This is an optimization exercise on Yosys and OpenROAD, whose aim is small area, a short achievable clock period and few clock cycles per item, not a production implementation. The RTL was checked by simulation tests, not by an equivalence proof against the original design.

Setup of job 101:
==> module EC_TOP, before the edit <==
module EC_TOP(
    clk, rst_n, in_valid,
    in_Px, in_Py, in_Qx, in_Qy, in_prime, in_a,
    out_valid, out_Rx, out_Ry
);
input clk, rst_n, in_valid;
input [5:0] in_Px, in_Py, in_Qx, in_Qy, in_prime, in_a;
output reg out_valid;
output [5:0] out_Rx, out_Ry;
reg v1, v2;
always @(posedge clk or negedge rst_n) begin
    if (!rst_n) begin
        v1 <= 1'b0;
        v2 <= 1'b0;
    end else begin
        v1 <= in_valid;
        v2 <= v1;
    end
end
reg [5:1] p;         
reg [5:0] Px, Py, Qx, aq;
reg       dbl;
wire      in_dbl = (in_Px == in_Qx);
wire [5:0] rx;
always @(posedge clk) begin
    if (in_valid) begin
        p   <= in_prime[5:1];
        Px  <= in_Px;
        Py  <= in_Py;
        Qx  <= in_Qx;
        dbl <= in_dbl;
    end
end
always @(posedge clk) begin
    if (in_valid)
        aq <= in_dbl ? in_a : in_Qy;
    else if (v2)
        aq <= rx;
end
reg  [5:0] sv;
reg        sflip;
wire [5:0] y;
wire       flip;
always @(posedge clk) begin
    sv    <= y;
    sflip <= flip;
end
EC_COMB u_comb (
    .pu(p), .Px(Px), .Py(Py), .Qx(Qx), .aq(aq), .sv(sv),
    .ph(v2), .sflip(sflip), .dbl(dbl), .y(y), .rx(rx), .flip(flip)
);
always @(posedge clk)
    out_valid <= v2;
assign out_Rx = out_valid ? aq : 6'd0;
assign out_Ry = out_valid ? sv : 6'd0;
endmodule
clock: 90.0 ns
lec_check: 0
cap_margin: 20
core_margin: 2
core_utilization: 40
slew_margin: 20
standard.sh (not shown) runs the stock make flow with config.mk's settings and CLKGATE_MAP_FILE= SYNTH_SCRIPT=/design/flow/synth_recipe.tcl, a recipe that flattens the netlist after the stock synthesis.
==> flow/flow/run.sh <==
#!/bin/bash
# Layout flow: the standard synthesis, then the combinational logic between the
# registers is re-mapped with a stronger ABC script (every register instance, its name
# and its cell type are kept as the standard synthesis made them), then the standard
# layout steps from floorplan to finish.
set -euo pipefail
HERE=$(pwd)
RES=$HERE/orfs/results/${FLOW_PLATFORM}/EC_TOP/base
LIB=$FLOW_HOME/platforms/${FLOW_PLATFORM}/lib/sky130_fd_sc_hd__tt_025C_1v80.lib
YOSYS=$FLOW_HOME/../tools/install/yosys/bin/yosys
[ -x "$YOSYS" ] || YOSYS=yosys

# 1. standard synthesis
bash standard.sh synth > std_synth.log 2>&1
cp $RES/1_2_yosys.v std_synth.v

# 2. re-map the combinational logic
DU=""
for c in $(cat flow/dont_use.txt); do DU="$DU -dont_use $c"; done
cat > resynth.ys <<EOT
read_liberty -ignore_miss_func $LIB
read_verilog std_synth.v
hierarchy -top $FLOW_TOP
setattr -mod -set keep_hierarchy 1 sky130_fd_sc_hd__*df* sky130_fd_sc_hd__*dl*
flatten
opt_clean -purge
tee -o resynth_before.txt stat -liberty $LIB
abc -script $HERE/flow/resynth.abc -liberty $LIB $DU
opt_clean -purge
hilomap -singleton -hicell sky130_fd_sc_hd__conb_1 HI -locell sky130_fd_sc_hd__conb_1 LO
splitnets
opt_clean -purge
select $FLOW_TOP
tee -o resynth_after.txt stat -liberty $LIB
write_verilog -noattr -nohex -nodec -selected resynth.v
EOT
$YOSYS -l resynth.log -q resynth.ys > /dev/null 2>&1
cp resynth.v $RES/1_2_yosys.v
rm -f $RES/1_synth.odb $RES/1_synth.sdc

# 3. standard layout from the new netlist
# the setup margin makes the resizer shorten every register-to-register path
# whose slack is under the margin (so paths longer than 90 - margin ns)
# ports get the smallest plain buffer rather than the resizer's pick (a delay cell)
export BUFFER_PORTS_ARGS="-buffer_cell sky130_fd_sc_hd__buf_1"
SETUP_SLACK_MARGIN=68 bash standard.sh > std_layout.log 2>&1
Other scripts of this flow, unchanged in this note and not shown: flow/flow/dont_use.txt, flow/flow/resynth.abc
Testbench counts of job 101, summed over its fixed seeds: cycles 9,600, items 3,200.
## Diff of input files: job 102 against job 101
diff --git a/flow/design.v b/flow/design.v
--- a/flow/design.v
+++ b/flow/design.v
@@ -4,11 +4,11 @@
     out_valid, out_Rx, out_Ry
 );
 input clk, rst_n, in_valid;
 input [5:0] in_Px, in_Py, in_Qx, in_Qy, in_prime, in_a;
 output reg out_valid;
-output [5:0] out_Rx, out_Ry;
+output reg [5:0] out_Rx, out_Ry;
 reg v1, v2;
 always @(posedge clk or negedge rst_n) begin
     if (!rst_n) begin
         v1 <= 1'b0;
         v2 <= 1'b0;
@@ -19,42 +19,37 @@
 end
 reg [5:1] p;         
 reg [5:0] Px, Py, Qx, aq;
 reg       dbl;
 wire      in_dbl = (in_Px == in_Qx);
-wire [5:0] rx;
 always @(posedge clk) begin
     if (in_valid) begin
         p   <= in_prime[5:1];
         Px  <= in_Px;
         Py  <= in_Py;
         Qx  <= in_Qx;
+        aq  <= in_dbl ? in_a : in_Qy;
         dbl <= in_dbl;
     end
 end
-always @(posedge clk) begin
-    if (in_valid)
-        aq <= in_dbl ? in_a : in_Qy;
-    else if (v2)
-        aq <= rx;
-end
 reg  [5:0] sv;
 reg        sflip;
-wire [5:0] y;
+wire [5:0] y, rx;
 wire       flip;
 always @(posedge clk) begin
     sv    <= y;
     sflip <= flip;
 end
 EC_COMB u_comb (
     .pu(p), .Px(Px), .Py(Py), .Qx(Qx), .aq(aq), .sv(sv),
     .ph(v2), .sflip(sflip), .dbl(dbl), .y(y), .rx(rx), .flip(flip)
 );
-always @(posedge clk)
+always @(posedge clk) begin
     out_valid <= v2;
-assign out_Rx = out_valid ? aq : 6'd0;
-assign out_Ry = out_valid ? sv : 6'd0;
+    out_Rx    <= v2 ? rx : 6'd0;
+    out_Ry    <= v2 ? y  : 6'd0;
+end
 endmodule
 module EC_COMB(pu, Px, Py, Qx, aq, sv, ph, sflip, dbl, y, rx, flip);
   input [5:1] pu;
   wire [5:1] pu;
   input [5:0] Px;
==> comparison <==
- Met1 global-route usage: lower on job 101
- Mean routed wirelength per cell, job 102 and job 101: larger value in job 102
- Comparing the two runs side by side, job 102 comes out behind job 101 on routed wire length.
- Worst hold slack after final layout essentially unchanged between job 102 and job 101.
- Sequential cell area delta for job 102 relative to job 101: about 22% higher
- Looking at multi-input logic cell count across job 102 and job 101, the one that comes out higher is job 101.
- Cmp job 102 vs job 101: cell count after synthesis lower in job 102
- Worst setup slack, job 102 and job 101: higher on job 101
- Relative to job 101, wire length of the first global-routing pass has gone down in job 102.
- Job 102: post-placement setup slack is 1.08 ns lower than what job 101 reported.
- Going from job 101 to job 102, maximum frequency shrinks by 4.1%.
Testbench counts of job 102, summed over its fixed seeds: cycles 9,600, items 3,200.

## port drivers added, routing unchanged
How much do the figures lean on ideal ports? The routed layouts below were timed once more, with nothing changed but the port constraints. Step 1: set_driving_cell puts a clkbuf_16 on clk and a buf_2 on each other input, an assumption about the parent block. Step 2 adds t to the input delays and takes it off the output delays; t is the mean of the earliest and latest rising clock arrival at the registers after step 1. Input paths then give back, and output paths get back, about the clock's delay inside the block. Three values: ideal ports, drivers, drivers and shift; two values: the first two.
| run | t, ns | slack for setup (ns) | worst setup path at the end | worst register clock-pin slew, ns | worst data-port slew with drivers (ns) |
|---|---|---|---|---|---|
| job 101 | 0.331 | 70.243 / 70.265 / 69.934 | input to register | 0.07 / 0.07 | 0.05 |
| job 102 | 0.343 | 69.406 / 69.406 / 69.406 | register to register | 0.08 / 0.08 | 0.04 |
After both steps every run listed still meets setup and hold. For job 101, which loses most, drivers alone change the setup slack by +0.022 ns; drivers and shift together by -0.309 ns.
